Source: an optimization exercise on an open RTL-to-GDS flow (aim: small area and a short achievable clock period). Production flows keep margins and buffers that such runs may drop. Only simulation tests tie the RTL to the original design; equivalence was not proved.

==> design.v <==
module cic_dec_filter #(
    parameter R     = 32,            
    parameter M     = 1 ,            
    parameter N     = 3 ,            
    parameter BIN   = 12,            
    parameter BOUT  = 24             
) (
    input   wire                clk         ,
    input   wire                rst         ,
    input   wire    [BIN-1:0]   din         ,
    input   wire                din_valid   ,
    output  wire    [BOUT-1:0]  dout        ,
    output  wire                dout_valid  
);
    generate    
        genvar i;
        for ( i=0 ; i<N ; i=i+1 ) begin :LOOP
            reg  [BOUT-1:0]acc;
            wire [BOUT-1:0]sum;
            if ( i == 0 ) begin
                assign sum = acc + {{(BOUT-BIN){din[BIN-1]}},din};
            end else begin
                assign sum = acc + ( LOOP[i-1].sum );
            end
            always@(posedge clk)begin
                if (rst==1'b1)begin
                    acc <= {(BOUT){1'd0}};
                end else if (din_valid == 1'b1) begin
                    acc <= sum;
                end   
            end    
        end
    endgenerate
    wire [BOUT-1:0]acc_out;
    assign acc_out=LOOP[N-1].sum;
    reg [$clog2(R)-1:0]cnt0;
    reg [BOUT-1:0]dec_out;
    wire dval;
    assign dval = (cnt0==(R-1)) && (din_valid == 1'b1);
    always@(posedge clk)begin
        if (rst==1'b1) begin
            cnt0    <=  'd0;
            dec_out <=  'd0;
        end else if(din_valid == 1'b1)begin
            cnt0    <=  dval?'d0        :cnt0 + 1'd1;
            dec_out <=  dval?acc_out   :dec_out;
        end
    end
    generate
        genvar j;
        for ( j=0 ; j<N ; j=j+1 ) begin :LOOP2
            reg  [BOUT-1:0]comb[0:M-1];
            wire [BOUT-1:0]sub;   
            integer k;
            if ( j == 0 ) begin
                if (M==1) begin
                    assign sub = dec_out - comb[0];
                    always@(posedge clk )begin
                        if (rst==1'b1)begin
                            comb[0] <= {(BOUT){1'd0}};
                        end else begin
                            comb[0] <= (dval) ? dec_out : comb[0];
                        end
                    end  
                end else begin
                    assign sub = dec_out - comb[M-1];
                    always@(posedge clk )begin
                        if (rst==1'b1)begin
                            for (k = 0; k<M; k=k+1) begin
                                comb[k] <= {(BOUT){1'd0}};
                            end
                        end else if (dval) begin
                            comb[0] <= dec_out;
                            for (k = 1; k<M; k=k+1) begin
                                comb[k] <= comb[k-1];
                            end
                        end 
                    end  
                end
            end else begin
                if (M==1) begin
                    assign sub = LOOP2[j-1].sub - comb[0];
                    always@(posedge clk )begin
                        if (rst==1'b1)begin
                            comb[0] <= {(BOUT){1'd0}};
                        end else begin
                            comb[0] <= (dval) ? LOOP2[j-1].sub : comb[0];
                        end
                    end  
                end else begin
                    assign sub = LOOP2[j-1].sub - comb[M-1];
                    always@(posedge clk )begin
                        if (rst==1'b1)begin
                            for (k = 0; k<M; k=k+1) begin
                                comb[k] <= {(BOUT){1'd0}};
                            end
                        end else if(dval)begin
                            comb[0] <=  LOOP2[j-1].sub;
                            for (k = 1; k<M; k=k+1) begin
                                comb[k] <= comb[k-1];
                            end
                        end
                    end 
                end
            end
        end
        endgenerate
        assign dout = LOOP2[N-1].sub;
        reg comb_valid;
        always @(posedge clk ) begin
            if (rst==1'b1) begin
                comb_valid <= 1'b0;
            end else begin
                comb_valid <= dval;
            end
        end
        assign dout_valid = comb_valid;
endmodule
module cic_decimator (
    input   wire            clk         ,
    input   wire            rst         ,
    input   wire    [11:0]  din         ,
    input   wire            din_valid   ,
    output  wire    [36:0]  dout        ,
    output  wire            dout_valid
);
    cic_dec_filter #(
        .R    ( 16 ),
        .M    ( 2  ),
        .N    ( 5  ),
        .BIN  ( 12 ),
        .BOUT ( 37 )
    ) u_cic_dec_filter (
        .clk        ( clk        ),
        .rst        ( rst        ),
        .din        ( din        ),
        .din_valid  ( din_valid  ),
        .dout       ( dout       ),
        .dout_valid ( dout_valid )
    );
endmodule
==> run.sh <==
#!/bin/bash
# synth_recipe.tcl (not shown) runs the flow's synth.tcl, then flattens the netlist and writes it again
# the make line also repeats each setting of config.mk as NAME=value (left out here)
make -C /OpenROAD-flow-scripts/flow DESIGN_CONFIG=/design/flow/config.mk WORK_HOME=/design/flow/orfs CLKGATE_MAP_FILE= SYNTH_SCRIPT=/design/flow/synth_recipe.tcl finish
==> config.mk <==
export PLATFORM = sky130hd
export DESIGN_NAME = cic_decimator
export DESIGN_NICKNAME = cic_decimator
export VERILOG_FILES = /design/flow/design.v
export SDC_FILE = /design/flow/constraint.sdc
export NUM_CORES = 4
export LEC_CHECK = 0
export CAP_MARGIN = 20
export CORE_MARGIN = 2
export CORE_UTILIZATION = 40
export SLEW_MARGIN = 20
==> constraint.sdc <==
create_clock -name core_clock -period 13.0 [get_ports {clk}]
set_input_delay 2.6000 -clock core_clock [delete_from_list [all_inputs] [get_ports {clk}]]
set_output_delay 2.6000 -clock core_clock [all_outputs]
set_load 0.01 [all_outputs]
==> results.json <==
{
  "routabilityCongestion": 0.837,
  "dpl.hpwl_um": 61800,
  "dp_worst_setup_slack_ns": -0.0240,
  "start_kind": "register",
  "drt_wl_total_um": 86300,
  "dr.pass1.iters": 5,
  "vias": 29300,
  "reg2regPathDepth": 46,
  "ys_ff_latch": 597,
  "fin_area_um2": 41600,
  "crit_required_ns": 10.40,
  "die-area_um2": 94600,
  "synth_nets": 4515,
  "setup_viol": 0,
  "cts_root_buf": "clkbuf_16",
  "ant_nets": 0,
  "drt_iter0_markers": 1585,
  "ys_seq_area_frac": 0.324,
  "vias_per_cell": 5.43,
  "report.final.hold_viol_count": 0,
  "syn_inst": 4125,
  "fillers": 8862,
  "crit_arrival_ns": 9.94,
  "rows": 111,
  "die_w_um": 308,
  "cts_tree": "done",
  "max_freq_mhz": 79.7,
  "yosys_warnings": 6,
  "synth_edf_count": 0,
  "synthesis.area_um2": 36800,
  "cp_slowest_cell": "clkdlybuf4s50_1",
  "synth_top_area_cell": "dfxtp_1",
  "postSynthAreaPerCell_um2": 8.93,
  "ys_top_cells_by_area": "dfxtp_1 32%, ha_1 12%, a22o_1 9.7%",
  "grt_pass1_wl_um": 142000,
  "crit_fanout": 6,
  "design.core.area_um2": 91500,
  "synthDominantCellAreaShare": 0.324,
  "cts_made_buffers": 68,
  "area_growth_pct": 12.8,
  "setup.worst_path.end_class": "output port",
  "holdWs_ns": 0.452,
  "grt_util_all_layers": 0.180,
  "gr-total-overflow": 0,
  "clkTransAtPathRegs_ns": 0.06,
  "fin_nets": 4549,
  "maxCapViolations": 0,
  "io_buffer_count": 52,
  "initial_core_util": 0.403,
  "cts_max_path_buffers": 3,
  "diodes": 0,
  "antenna_found_initial": 0,
  "finalCriticalPeriod_ns": 12.54,
  "synthFlopType": "dfxtp_1",
  "async_flop_share": 0,
  "place_area_um2": 38600,
  "worst_pin_slew_ns": 1.08,
  "drc": 0,
  "rsz0062_at_grt": "true",
  "grt_max_degree": 230,
  "ys_top_cells_by_count": "597 x dfxtp_1, 410 x a22o_1, 365 x ha_1",
  "wl_per_cell_um": 16.0,
  "numPlacedInstances": 5253,
  "die_h_um": 308,
  "synth.most_common_cell": "dfxtp_1",
  "min_delay_path_depth": 2,
  "final.setup.worst_slack_ns": 0.460,
  "min_period_over_period": 0.965,
  "final_layout_size_suffix_gt1_frac": 0.0741,
  "ys_types": 95,
  "clk_latency_ns": 0.61,
  "maxSlewHeadroom": 0.282,
  "drv_slew": 0,
  "clkSinkCount": 597,
  "fin_skew_ns": 0.0196,
  "grt_pass1_vias": 27900,
  "path_class": "reg2out",
  "pin_count": 53,
  "cts_max_level": 3,
  "outcome": "timing/DRC/antenna clean",
  "cp_slowest_stage_delay_ns": 0.56,
  "final_cells": 5394,
  "worstHoldPathType": "reg2reg"
}
[path summary, 6_finish.rpt]
kind / from / to / slack, ns
max: u_cic_dec_filter.dec_out[0] / dout[32] / 0.46
min: u_cic_dec_filter.LOOP2[2].comb[0][1] / u_cic_dec_filter.LOOP2[2].comb[0][1] / 0.45
max reg2reg: u_cic_dec_filter.LOOP[0].acc[0] / u_cic_dec_filter.dec_out[36] / 2.98
min reg2reg: u_cic_dec_filter.LOOP2[2].comb[0][1] / u_cic_dec_filter.LOOP2[2].comb[0][1] / 0.45
[final cells by class]
type                            count  area (um2)  share of cell area
Clock buffer                       95        1960              0.0471
Timing Repair Buffer              116        1030              0.0247
Tap cell                         1186        1480              0.0357
Multi-Input combinational cell   3095       23700               0.570
Sequential cell                   597       12000               0.288
Clock inverter                     24         380             0.00915
Inverter                          281        1060              0.0256
[cell usage in the layout, fill, tap and decap left out, types with 107 or more instances in the layout]
cell / instances
nand2_1: 178
mux2i_1: 148
o21ai_0: 138
ha_1: 353
inv_1: 279
dfxtp_1: 597
xor2_1: 107
xnor2_1: 206
a22o_1: 410
a21oi_1: 282
nor2_1: 326
a21o_1: 180
[flip-flops by register name (all words and copies together), names as in the netlist]
register                     flops
u_cic_dec_filter.LOOP.acc      185
u_cic_dec_filter.LOOP2.comb    370
u_cic_dec_filter.dec_out        37
u_cic_dec_filter.comb_valid      1
u_cic_dec_filter.cnt0            4
[stage by stage]
stage,TNS (ns),util
after floorplan,0,-
after global placement,0,0.422
after global routing,-0.647,0.454
after detailed placement,-0.0240,0.422
final,0,0.454
after CTS,0,0.449
[critical path, delay by kind of cell (launching register included)]
family	cells	cell delay (ns)
flip-flops	1	0.31
AND/OR/NAND/NOR	9	1.62
XOR/XNOR	5	0.83
adder cells (fa/ha/maj)	6	1.76
buffers and inverters	3	0.69
AO/OA/AOI/OAI	24	4.10
[layer usage]
layer / global-route usage / part of all wire / up-vias
li1: - / - / 15100
met1: 0.237 / 0.49 / 13700
met2: 0.306 / 0.46 / 352
met3: 0.0218 / 0.026 / 119
met4: 0.0550 / 0.028 / 0
met5: 0 / 0 / -
[logic make-up (layout without fill, tap and decap cells)]
family                     after synthesis  count (layout)  synth area share
buffers and inverters                  433             516            0.0456
AOI/OAI and AO/OA                     1388            1388             0.271
and+or+nand+nor                        853             853             0.109
adders and majority gates              375             375             0.129
DFF                                    597             597             0.324
xor gates and xnor gates               330             330            0.0803
muxes                                  149             149            0.0405
[what timing repair did]
| item | in CTS | in global routing |
|---|---|---|
| endpoints found under the setup margin | 5 | 12 |
| resized for setup | 19 | 90 |
| hold buffers | 0 | 0 |
| buffers inserted | 6 | 16 |
| pin swaps | 9 | 40 |

static timing again, ports no longer ideal:
No port has a modelled driver above. Below, the same layout with a new extraction and two added sets of constraints. Step 1, drivers: a clkbuf_16 drives clk and a buf_2 each remaining input, both assumed. Step 2, shift: input delay + t, output delay - t, t = (earliest + latest rising clock arrival at the registers) / 2. This alone moves slack from input paths to output paths. Slacks: ideal ports / drivers / drivers and shift; pairs: ideal ports / drivers.
t, ns: 0.664
slack for setup (ns): 0.460 / 0.396 / 0.239
hold slack, ns: 0.452 / 0.452 / 0.452
slew at the worst register clock pin (ns): 0.06 / 0.06
cell pins on the clock port's net: 1
After both steps this run still meets setup and hold. For this run, drivers alone change the setup slack by -0.064 ns; drivers and shift together by -0.221 ns.
